This design comes from an exercise in tuning for small area, a short achievable clock period and few clock cycles per item on the open sky130 flow, not from production work. RTL that was checked went through simulation tests only; none was proved equivalent to the original. No activity file was given, so power comes from the tool's default toggle rates.

==> flow/design.v <==
module JAM (
input CLK,
input RST,
output reg [2:0] W,
output reg [2:0] J,
input [6:0] Cost,
output [3:0] MatchCount,
output reg [9:0] MinCost,
output reg Valid );
localparam K_NONE = 3'd0, K_CR = 3'd1, K_INIT = 3'd2, K_H = 3'd3, K_SCAN = 3'd4, K_EXT = 3'd5;
localparam S_CR = 0, S_WCR = 1, S_INIT = 2, S_WROW = 3, S_HB = 4, S_SCAN = 5,
           S_EXT = 6, S_WEXT = 7, S_RY = 8, S_RYW = 9, S_RYW2 = 10, S_DONE = 11;
function [3:0] mul16;
    input [3:0] a, b;
    reg [7:0] t;
    begin
        t = a * b;
        mul16 = t[3:0];
    end
endfunction
function [7:0] lowbit;
    input [7:0] x;
    integer m;
    reg seen;
    begin
        seen = 1'b0;
        for (m = 0; m < 8; m = m + 1) begin
            lowbit[m] = x[m] & ~seen;
            seen = seen | x[m];
        end
    end
endfunction
function [2:0] low3;
    input [7:0] x;
    integer m;
    begin
        low3 = 3'd0;
        for (m = 7; m >= 0; m = m - 1)
            if (x[m]) low3 = m;
    end
endfunction
reg [11:0] st;
reg [2:0] ak;           
reg       afirst, alast;
reg [7:0] off;          
reg [9:0] corr;         
reg       fsc;          
reg [2:0] bk;           
reg       ev;           
reg       extd;         
reg       accf, dfd;    
reg [7:0] rowasg;       
reg       aug_on;
reg       s1v;
reg [7:0] vo;           
reg [2:0] bi, bj;
reg       bfirst, blast;
reg [8:0] cs;           
reg [7:0] dA, dB;       
reg [7:0] v [0:7];      
reg [7:0] d [0:7];      
reg [2:0] prow [0:7];   
reg [7:0] pval;         
reg [2:0] way [0:7];    
reg [7:0] wset;         
reg [7:0] ready;
reg [7:0] rv; reg rtb; reg [2:0] rj; reg [7:0] rmask; reg [3:0] rcnt;
reg [7:0] mu; reg [2:0] jst; reg jst_m;
reg [2:0] bid;           
reg [2:0] cbj;           
reg       fresh;        
reg [2:0] row_cur, aug_row, aug_j;
reg [7:0] pend;
reg [7:0] Fm;           
reg [3:0] rs [0:7];     
reg [7:0] Gp, Xg, B, cr, cu;
reg       fin, par;
reg [3:0] racc;
assign MatchCount = racc;
wire is_cr = bk == K_CR, is_init = bk == K_INIT, is_scan = bk == K_SCAN, is_ext = bk == K_EXT;
wire       ctb = is_cr ? (rowasg[bi] || (accf && !rtb && rj == bi)) : is_ext ? 1'b0 : pval[bj];
wire       lt = cs < {1'b0, dB};
wire       k1 = {cs, ctb} < {1'b0, rv, rtb};
wire       k2 = {dB, ctb} < {rv, rtb};
wire       take = bfirst || (is_scan && !lt ? k2 : k1);
wire [7:0] cv = is_scan && !lt ? dB : cs[7:0];
wire [7:0] fv = take ? cv : rv;
wire       ftb = take ? ctb : rtb;
wire [2:0] cidx = is_cr ? bi : bj;
wire [2:0] fidx = take ? cidx : rj;
wire [7:0] ohj = 8'd1 << bj;
wire [7:0] ohc = 8'd1 << cidx;
wire [7:0] ohr = 8'd1 << rj;
wire       ceq = cs[7:0] == rv;
wire [7:0] fmask = (bfirst || k1) ? ohj : ceq ? (rmask | ohj) : rmask;
wire [3:0] fcnt = (bfirst || k1) ? 4'd1 : ceq ? rcnt + 4'd1 : rcnt;
wire       decide = ev && st[S_WROW];
wire       dec_free = decide && !jst_m;
wire       dec_exp = decide && jst_m;
wire       start_next = (ev && st[S_WCR]) || dec_free;
wire [7:0] rowasg_f = rowasg | ((accf && !rtb) ? (8'd1 << rj) : 8'd0);
wire       any_todo = ~rowasg_f != 8'd0;
reg  [2:0] next_row;
integer k;
always @* begin
    next_row = 3'd0;
    for (k = 7; k >= 0; k = k - 1)
        if (!rowasg_f[k]) next_row = k;
end
reg  [7:0] vv, dv;
always @* begin
    vv = 8'd0; dv = 8'd0;
    for (k = 0; k < 8; k = k + 1) begin
        vv = vv | (v[k] & {8{vo[k]}});
        dv = dv | (d[k] & {8{vo[k]}});
    end
end
wire [9:0] vx = {{2{vv[7]}}, vv};
wire       rdy = (ready & vo) != 8'd0;
wire [9:0] cnew = rdy ? -{2'b00, mu} : (st[S_WROW] && jst_m) ? {2'b00, mu} : 10'd0;
wire [9:0] ceff = fsc ? {cs[8], cs} : corr;
wire [7:0] pend_n = pend & ~vo;
wire       slast = pend_n == 8'd0;
wire [7:0] pend_0 = ~ready & ~vo;    
wire [2:0] vo_e = {vo[4] | vo[5] | vo[6] | vo[7], vo[2] | vo[3] | vo[6] | vo[7], vo[1] | vo[3] | vo[5] | vo[7]};
wire [7:0] vo_r = {vo[6:0], vo[7]};
wire [7:0] Gc = ~Fm;
wire [7:0] u0c = lowbit(Gc);
wire [7:0] G1 = Gc & ~u0c;
wire [7:0] Bn = (B - Gp) & Gp;
reg  [7:0] tcol;        
always @* begin
    for (k = 0; k < 8; k = k + 1)
        tcol[k] = (d[k] & cr) != 8'd0;
end
wire       cin = (Xg & cr) != 8'd0;    
reg [15:0] pp0, pp1;
reg       pv1, par1;
reg [3:0] ra [0:7];
reg [3:0] rb [0:7];
always @* begin
    for (k = 0; k < 8; k = k + 1) begin
        ra[k] = rs[k];
        rb[k] = rs[k] - {3'b000, cu[k]};
    end
end
always @(posedge CLK) begin
    pp0 <= {mul16(ra[0], ra[1]), mul16(ra[2], ra[3]), mul16(ra[4], ra[5]), mul16(ra[6], ra[7])};
    pp1 <= {mul16(rb[0], rb[1]), mul16(rb[2], rb[3]), mul16(rb[4], rb[5]), mul16(rb[6], rb[7])};
end
wire [3:0] prod0 = mul16(mul16(pp0[15:12], pp0[11:8]), mul16(pp0[7:4], pp0[3:0]));
wire [3:0] prod1 = mul16(mul16(pp1[15:12], pp1[11:8]), mul16(pp1[7:4], pp1[3:0]));
reg  [3:0] q0, q1;
reg        par2, s2v;
always @(posedge CLK) begin
    q0 <= prod0; q1 <= pv1 ? prod1 : 4'd0; par2 <= par1;
end
wire [3:0] tsum = par2 ? q1 - q0 : q0 - q1;
always @(posedge CLK or posedge RST) begin
    if (RST) begin
        st <= 12'd1 << S_CR; W <= 3'd0; J <= 3'd0; ak <= K_CR; afirst <= 1'b1; alast <= 1'b0;
        off <= 8'd0; corr <= 10'd0; bk <= K_NONE; ev <= 1'b0; accf <= 1'b0; dfd <= 1'b0; extd <= 1'b0;
        rowasg <= 8'd0; aug_on <= 1'b0; s1v <= 1'b0; s2v <= 1'b0; Valid <= 1'b0; MinCost <= 10'd0; vo <= 8'd1;
    end else begin
        bk <= ak;
        ev <= (blast && ((is_cr && bj == 3'd7) || is_init || is_scan)) || (extd && bid == 3'd7);
        extd <= blast && is_ext;
        if (blast && (is_init || is_scan)) vo <= take ? (ctb ? ohc : 8'd1) : (rtb ? ohr : 8'd1);
        accf <= blast && is_cr;
        dfd <= dec_free;
        if (accf || dfd) MinCost <= MinCost + {2'b00, rv};
        if (accf && !rtb) rowasg[rj] <= 1'b1;
        if (dec_free) aug_on <= 1'b1;
        else if (aug_on) aug_on <= wset[aug_j];
        s1v <= st[S_RY];
        s2v <= s1v;
        off <= vv; corr <= cnew;
            if (st[S_CR]) begin
                if (W == 3'd7 && J == 3'd7) begin
                    st <= 12'd1 << S_WCR; ak <= K_NONE;
                end else begin
                    W <= W + 3'd1; if (W == 3'd7) J <= J + 3'd1;
                    ak <= K_CR; afirst <= W == 3'd7; alast <= W == 3'd6;
                end
                off <= 8'd0; corr <= 10'd0;
            end
            if (st[S_INIT]) begin
                J <= vo_e; vo <= vo_r;
                ak <= K_INIT; afirst <= 1'b0; alast <= vo[7];
                if (vo[7]) st <= 12'd1 << S_WROW;
            end
            if (st[S_SCAN]) begin
                J <= vo_e; vo <= slast ? 8'd1 : lowbit(pend_n);
                ak <= K_SCAN; afirst <= ak == K_H; alast <= slast;
                corr <= ceff;
                if (slast) st <= 12'd1 << S_WROW;
            end
            if (st[S_EXT]) begin
                if (W == 3'd7 && J == 3'd7) begin
                    st <= 12'd1 << S_WEXT; ak <= K_NONE;
                end else begin
                    J <= vo_e; vo <= vo_r; if (J == 3'd7) W <= W + 3'd1;
                    ak <= K_EXT; afirst <= J == 3'd7; alast <= J == 3'd6;
                end
            end
            if (st[S_WCR] || st[S_WROW]) begin
                ak <= K_NONE;
                if (dec_exp) begin
                    W <= prow[jst]; J <= jst; ak <= K_H; afirst <= 1'b0; alast <= 1'b0;
                    vo <= lowbit(pend_0); st <= 12'd1 << S_SCAN;
                end
            end
            if (st[S_WEXT]) begin
                ak <= K_NONE;
                if (ev) st <= 12'd1 << S_RY;
            end
            if (st[S_RY]) if (fin) st <= 12'd1 << S_RYW;
            if (st[S_RYW]) st <= 12'd1 << S_RYW2;
            if (st[S_RYW2]) begin Valid <= 1'b1; st <= 12'd1 << S_DONE; end
        if (start_next) begin
            J <= 3'd0; vo <= 8'd2; afirst <= 1'b1; alast <= 1'b0;
            if (any_todo) begin
                rowasg[next_row] <= 1'b1; W <= next_row; ak <= K_INIT; st <= 12'd1 << S_INIT;
            end else begin
                W <= 3'd0; ak <= K_EXT; st <= 12'd1 << S_EXT;
            end
        end
    end
end
always @(posedge CLK) begin
    dA <= dv;
    cs <= {3'b000, Cost} - {{2{off[7]}}, off} - ceff;
    fsc <= st[S_SCAN] && ak == K_H;
    dB <= dA;
    bi <= W; bj <= J; bfirst <= afirst; blast <= alast;
    if (ak == K_INIT || ak == K_EXT || ak == K_H) v[J] <= off + corr[7:0];
    if (is_cr || is_init || is_scan || is_ext) begin
        rv <= fv; rtb <= ftb; rj <= fidx; rmask <= fmask; rcnt <= fcnt;
    end
    if (is_init) d[bj] <= cs[7:0];
    if (is_scan && lt) begin
        d[bj] <= cs[7:0]; way[bj] <= jst; wset[bj] <= 1'b1;
    end
    if (blast && (is_init || is_scan)) begin
        mu <= fv; jst <= fidx; jst_m <= ftb;
    end
    if (blast && is_cr) cbj <= bj;
    if (accf) begin
        v[cbj] <= rv; prow[cbj] <= rj; pval[cbj] <= ~rtb;
    end
    if (blast && is_ext) bid <= bi;
    if (extd) begin
        d[bid] <= rmask; rs[bid] <= rcnt;
        if (rcnt == 4'd1) Fm <= Fm | rmask;
    end
    if (st[S_CR]) begin
        ready <= 8'd0; Fm <= 8'd0;
    end
    if ((st[S_INIT] || st[S_EXT]) && vo[7]) ready <= 8'd0;
    if (decide) fresh <= 1'b0;
    if (decide && fresh) wset <= 8'd0;
    if (dec_exp) begin
        ready[jst] <= 1'b1;
        pend <= pend_0;
    end
    if (st[S_SCAN]) pend <= pend_n;
    if (start_next) begin
        fresh <= 1'b1;
        if (any_todo) row_cur <= next_row;
    end
    if (dec_free) begin
        pval[jst] <= 1'b1; aug_j <= jst; aug_row <= row_cur;
    end else if (aug_on) begin
        prow[aug_j] <= wset[aug_j] ? prow[way[aug_j]] : aug_row;
        aug_j <= way[aug_j];
    end
    if (st[S_WEXT]) begin
        Gp <= G1; Xg <= G1; B <= lowbit(G1); cr <= lowbit(G1); fin <= G1 == 8'd0;
        for (k = 0; k < 8; k = k + 1) cu[k] <= (d[k] & u0c) != 8'd0;
        pv1 <= u0c != 8'd0; par <= 1'b0; racc <= 4'd0;
    end
    if (st[S_RY]) begin
        par1 <= par;
        if (!fin) begin
            for (k = 0; k < 8; k = k + 1)
                if (tcol[k]) rs[k] <= rs[k] + {cin, cin, cin, 1'b1};
            Xg <= Xg ^ cr; par <= !par;
            B <= Bn; cr <= lowbit(Bn); fin <= Bn == 8'd0;
        end
    end
    if (s2v) racc <= racc + tsum;
end
endmodule
make LEC_CHECK=0 CAP_MARGIN=20 CORE_MARGIN=2 CORE_UTILIZATION=70 SETUP_SLACK_MARGIN=2.0 SLEW_MARGIN=20 finish   # period 5.0 ns
run.sh (not shown) runs the stock make flow with config.mk's settings and CLKGATE_MAP_FILE= SYNTH_SCRIPT=/design/flow/synth_recipe.tcl, a recipe that flattens the netlist after the stock synthesis.
Rerun with:
--- a/flow/design.v
+++ b/flow/design.v
@@ -44,13 +44,12 @@
 reg       afirst, alast;
 reg [7:0] off;          
 reg [9:0] corr;         
 reg       fsc;          
 reg [2:0] bk;           
 reg       ev;           
-reg       extd;         
 reg       accf, dfd;    
 reg [7:0] rowasg;       
 reg       aug_on;
 reg       s1v;
 reg [7:0] vo;           
 reg [2:0] bi, bj;
@@ -63,13 +62,12 @@
 reg [7:0] pval;         
 reg [2:0] way [0:7];    
 reg [7:0] wset;         
 reg [7:0] ready;
 reg [7:0] rv; reg rtb; reg [2:0] rj; reg [7:0] rmask; reg [3:0] rcnt;
 reg [7:0] mu; reg [2:0] jst; reg jst_m;
-reg [2:0] bid;           
 reg [2:0] cbj;           
 reg       fresh;        
 reg [2:0] row_cur, aug_row, aug_j;
 reg [7:0] pend;
 reg [7:0] Fm;           
 reg [3:0] rs [0:7];     
@@ -86,14 +84,12 @@
 wire [7:0] cv = is_scan && !lt ? dB : cs[7:0];
 wire [7:0] fv = take ? cv : rv;
 wire       ftb = take ? ctb : rtb;
 wire [2:0] cidx = is_cr ? bi : bj;
 wire [2:0] fidx = take ? cidx : rj;
 wire [7:0] ohj = 8'd1 << bj;
-wire [7:0] ohc = 8'd1 << cidx;
-wire [7:0] ohr = 8'd1 << rj;
 wire       ceq = cs[7:0] == rv;
 wire [7:0] fmask = (bfirst || k1) ? ohj : ceq ? (rmask | ohj) : rmask;
 wire [3:0] fcnt = (bfirst || k1) ? 4'd1 : ceq ? rcnt + 4'd1 : rcnt;
 wire       decide = ev && st[S_WROW];
 wire       dec_free = decide && !jst_m;
 wire       dec_exp = decide && jst_m;
@@ -156,19 +152,18 @@
     q0 <= prod0; q1 <= pv1 ? prod1 : 4'd0; par2 <= par1;
 end
 wire [3:0] tsum = par2 ? q1 - q0 : q0 - q1;
 always @(posedge CLK or posedge RST) begin
     if (RST) begin
         st <= 12'd1 << S_CR; W <= 3'd0; J <= 3'd0; ak <= K_CR; afirst <= 1'b1; alast <= 1'b0;
-        off <= 8'd0; corr <= 10'd0; bk <= K_NONE; ev <= 1'b0; accf <= 1'b0; dfd <= 1'b0; extd <= 1'b0;
+        off <= 8'd0; corr <= 10'd0; bk <= K_NONE; ev <= 1'b0; accf <= 1'b0; dfd <= 1'b0;
         rowasg <= 8'd0; aug_on <= 1'b0; s1v <= 1'b0; s2v <= 1'b0; Valid <= 1'b0; MinCost <= 10'd0; vo <= 8'd1;
     end else begin
         bk <= ak;
-        ev <= (blast && ((is_cr && bj == 3'd7) || is_init || is_scan)) || (extd && bid == 3'd7);
-        extd <= blast && is_ext;
-        if (blast && (is_init || is_scan)) vo <= take ? (ctb ? ohc : 8'd1) : (rtb ? ohr : 8'd1);
+        ev <= blast && ((is_cr && bj == 3'd7) || is_init || is_scan || (is_ext && bi == 3'd7));
+        if (blast && (is_init || is_scan)) vo <= ftb ? (8'd1 << fidx) : 8'd1;
         accf <= blast && is_cr;
         dfd <= dec_free;
         if (accf || dfd) MinCost <= MinCost + {2'b00, rv};
         if (accf && !rtb) rowasg[rj] <= 1'b1;
         if (dec_free) aug_on <= 1'b1;
         else if (aug_on) aug_on <= wset[aug_j];
@@ -245,16 +240,15 @@
         mu <= fv; jst <= fidx; jst_m <= ftb;
     end
     if (blast && is_cr) cbj <= bj;
     if (accf) begin
         v[cbj] <= rv; prow[cbj] <= rj; pval[cbj] <= ~rtb;
     end
-    if (blast && is_ext) bid <= bi;
-    if (extd) begin
-        d[bid] <= rmask; rs[bid] <= rcnt;
-        if (rcnt == 4'd1) Fm <= Fm | rmask;
+    if (blast && is_ext) begin
+        d[bi] <= fmask; rs[bi] <= fcnt;
+        if (fcnt == 4'd1) Fm <= Fm | fmask;
     end
     if (st[S_CR]) begin
         ready <= 8'd0; Fm <= 8'd0;
     end
     if ((st[S_INIT] || st[S_EXT]) && vo[7]) ready <= 8'd0;
     if (decide) fresh <= 1'b0;
Setup slack got worse by 72 ps; core utilization is about the same; die area shrinks by 1.4%; clock-buffer cell count falls by 13; synthesized cell count stays flat; wire length climbs by 3.9%; power increases by 2.0%; design area goes down by 0.57%; clock power is higher by 6.2%.
Testbench counts after the change, summed over its fixed seeds: cycles 5,819, items 24.
For the first run of this note, only the layout was checked, not whether the RTL still works.

==> re-timing with driven ports <==
No port has a modelled driver above. Below, the same layouts with a new extraction and two added sets of constraints.
Step 1 sets driving cells, clkbuf_16 on the clock port and buf_2 on the other inputs (assumed; they add their load-dependent delay and slew).
Step 2 moves the port delays by t, midway between the first and last clock arrival at a register: inputs arrive t later, outputs are due t later. That takes back most of the time a late clock gives input paths.
Three values: no drivers, after step 1, after step 2; two values: the first two.
run | t, ns | setup WS [ns] | slew at the worst register clock pin (ns) | cell pins on the clock port's net
the first run | 0.668 | 2.024 / 2.024 / 1.547 | 0.07 / 0.07 | 1
the second run | 0.667 | 1.952 / 1.952 / 1.443 | 0.07 / 0.07 | 1
After both steps setup and hold are still met in every run listed. For the second run, which loses most, drivers alone change the setup slack by 0.000 ns; drivers and shift together by -0.509 ns.
